This is an optimization exercise on Yosys and OpenROAD, whose aim is small area, a short achievable clock period and few clock cycles, not a production implementation. Function was checked by simulation only, so behaviour that the tests miss may differ from the original. No activity file was given, so power comes from the tool's default toggle rates.

== v6 ==
==> flow/design.v (excerpt) <==
module control_top(
    output logic [15:0] imem_addr,
    input  logic [31:0] imem_rdata,
    output logic [15:0] dmem_addr,
    output logic [63:0] dmem_wdata,
    output logic dmem_we,
    input  logic [63:0] dmem_rdata,
    output logic halted,
    input logic clk,
    input logic reset
);
logic [31:0] pcF;
logic        vecF;           
logic [31:0] pcI;
logic        vI, vecI, btbI;
logic [31:0] IR, pcD, pcp4D;    
logic [31:1] oh1D, oh2D;     
logic        vD, btbD;
logic [63:0] opA, opB;       
logic [15:0] immE;           
logic [31:0] pcp4E;          
logic [19:0] offE;           
logic        allocE;         
logic        vE;             
logic [4:0]  rdE;            
logic        ldE, stE, jalrE, excE, brkE, predE;
logic [4:0]  rdEr;
logic        ldEr, stEr, allocEr, jalrEr, excEr, brkEr;
logic        mEqEr, mLtEr, earlyEr, xE;    
assign rdE    = vE ? rdEr : 5'd0;
  ...
clock: 10.0 ns
lec_check: 0
cap_margin: 20
core_margin: 2
core_utilization: 30
place_density: 0.6
slew_margin: 40
synth_hierarchical: 1
standard.sh (not shown) runs the stock make flow with config.mk's settings and CLKGATE_MAP_FILE= SYNTH_SCRIPT=/design/flow/synth_recipe.tcl, a recipe that flattens the netlist after the stock synthesis.
==> flow/flow/run.sh <==
#!/bin/bash
# The standard layout (the standard.sh: ORFS synthesis to final layout) with
# these changes:
#  - repair_timing aims for 6.5 ns of setup slack instead of 0, so the resizer
#    keeps working on paths well below the 10 ns clock period;
#  - it may resize cells to other drive strengths before global routing too
#    (MATCH_CELL_FOOTPRINT=0; the platform's default allows only same-footprint
#    swaps there);
#  - the buffer that every input and output port gets is a buf_4 rather than
#    the delay cell buffer_ports picks by itself.
# Should the incremental reroute after the post-global-route repair stop on an
# overflowing gcell, global routing is redone without that repair.
# make's full output goes to the flow_*.log files in this folder; ORFS keeps
# each tool's own log under orfs/logs/.
set -uo pipefail
M=(SETUP_SLACK_MARGIN=6.5 MATCH_CELL_FOOTPRINT=0 "BUFFER_PORTS_ARGS=-buffer_cell sky130_fd_sc_hd__buf_4")
bash standard.sh "${M[@]}" cts > flow_cts.log 2>&1 || exit 1
if ! bash standard.sh "${M[@]}" grt > flow_grt.log 2>&1; then
    bash standard.sh "${M[@]}" SKIP_INCREMENTAL_REPAIR=1 grt > flow_grt2.log 2>&1 || exit 1
fi
bash standard.sh "${M[@]}" finish > flow_finish.log 2>&1 || exit 1
Testbench counts of v6, summed over its fixed seeds: cycles 36,338.
Input changes introduced in v7 (baseline for comparison: v6):
diff --git a/flow/flow/run.sh b/flow/flow/run.sh
--- a/flow/flow/run.sh
+++ b/flow/flow/run.sh
@@ -4 +4 @@
-#  - repair_timing aims for 6.5 ns of setup slack instead of 0, so the resizer
+#  - repair_timing aims for 6.4 ns of setup slack instead of 0, so the resizer
@@ -16 +16 @@
-M=(SETUP_SLACK_MARGIN=6.5 MATCH_CELL_FOOTPRINT=0 "BUFFER_PORTS_ARGS=-buffer_cell sky130_fd_sc_hd__buf_4")
+M=(SETUP_SLACK_MARGIN=6.4 MATCH_CELL_FOOTPRINT=0 "BUFFER_PORTS_ARGS=-buffer_cell sky130_fd_sc_hd__buf_4")
[summary]
- Taking v6 as the reference point, the combinational group share of total power of v7 falls by 0.5 points.
- v6 → v7: cell leakage power moved down; synthesis-to-finish area growth moved down; area share of buffers outside the clock network moved down; via count of the first global-routing pass moved down; final cycle utilization of the critical path moved down.
- Between v6 and v7, first-pass detailed-route iteration total increased.
- v7 vs v6: power down in v7
- Total routing resource utilization after global routing was higher in the run labelled v6.
- Utilization of the core after routing | v7 below v6

* * *

control_top again, from the RTL that the note above started with.
export LEC_CHECK = 0
export CAP_MARGIN = 20
export CORE_MARGIN = 2
export CORE_UTILIZATION = 30
export PLACE_DENSITY = 0.55
export SLEW_MARGIN = 50
export SYNTH_HIERARCHICAL = 1
create_clock -name core_clock -period 10.0 [get_ports {clk}]
==> flow/flow/run.sh <==
#!/bin/bash
# The standard layout (the standard.sh: ORFS synthesis to final layout) with
# these changes:
#  - repair_timing aims for 6.4 ns of setup slack instead of 0, so the resizer
#    keeps working on paths well below the 10 ns clock period;
#  - it may resize cells to other drive strengths before global routing too
#    (MATCH_CELL_FOOTPRINT=0; the platform's default allows only same-footprint
#    swaps there);
#  - the buffer that every input and output port gets is a buf_4 rather than
#    the delay cell buffer_ports picks by itself.
# Should the incremental reroute after the post-global-route repair stop on an
# overflowing gcell, global routing is redone without that repair.
# make's full output goes to the flow_*.log files in this folder; ORFS keeps
# each tool's own log under orfs/logs/.
set -uo pipefail
M=(SETUP_SLACK_MARGIN=6.4 MATCH_CELL_FOOTPRINT=0 "BUFFER_PORTS_ARGS=-buffer_cell sky130_fd_sc_hd__buf_4")
bash standard.sh "${M[@]}" cts > flow_cts.log 2>&1 || exit 1
if ! bash standard.sh "${M[@]}" grt > flow_grt.log 2>&1; then
    bash standard.sh "${M[@]}" SKIP_INCREMENTAL_REPAIR=1 grt > flow_grt2.log 2>&1 || exit 1
fi
bash standard.sh "${M[@]}" finish > flow_finish.log 2>&1 || exit 1
Testbench counts at the start, summed over its fixed seeds: cycles 36,338.
==> next run, changes <==
Settings changed: SLEW_MARGIN 50 to 40.
Power drops by 0.54%; first-iteration DRC count drops by 2.4%; routed wire length barely changes; global-route usage barely changes; sequential share of layout area went up by 0.53 points; clock skew fell by 0.012 ns; utilization falls by 0.35 points; register-to-register slack loses 0.05 ns; final area came out lower by 1.0%.

[separate check: timing with driven ports]
How much do the figures lean on ideal ports? The routed layouts below were timed once more, with nothing changed but the port constraints. Step 1: set_driving_cell puts a clkbuf_16 on clk and a buf_2 on each other input, an assumption about the parent block. Step 2 also shifts input and output timing later by t, the mid clock arrival at the registers, as if the neighbouring blocks saw the same clock. a / b / c = no drivers / after step 1 / after step 2; a / b = the first two.
run | shift t [ns] | setup WS [ns] | hold WS [ns]
v6 | 1.055 | 6.273 / 6.221 / 6.270 | 0.321 / 0.321 / 0.321
v7 | 1.048 | 6.315 / 6.214 / 6.277 | 0.321 / 0.321 / 0.321
the first run of note 2 | 1.060 | 6.339 / 6.282 / 6.134 | 0.324 / 0.324 / 0.324
the second run of note 2 | 1.062 | 6.294 / 6.275 / 6.158 | 0.319 / 0.319 / 0.319
After both steps every run listed still meets setup and hold. For the first run of note 2, which loses most, drivers alone change the setup slack by -0.057 ns; drivers and shift together by -0.205 ns.
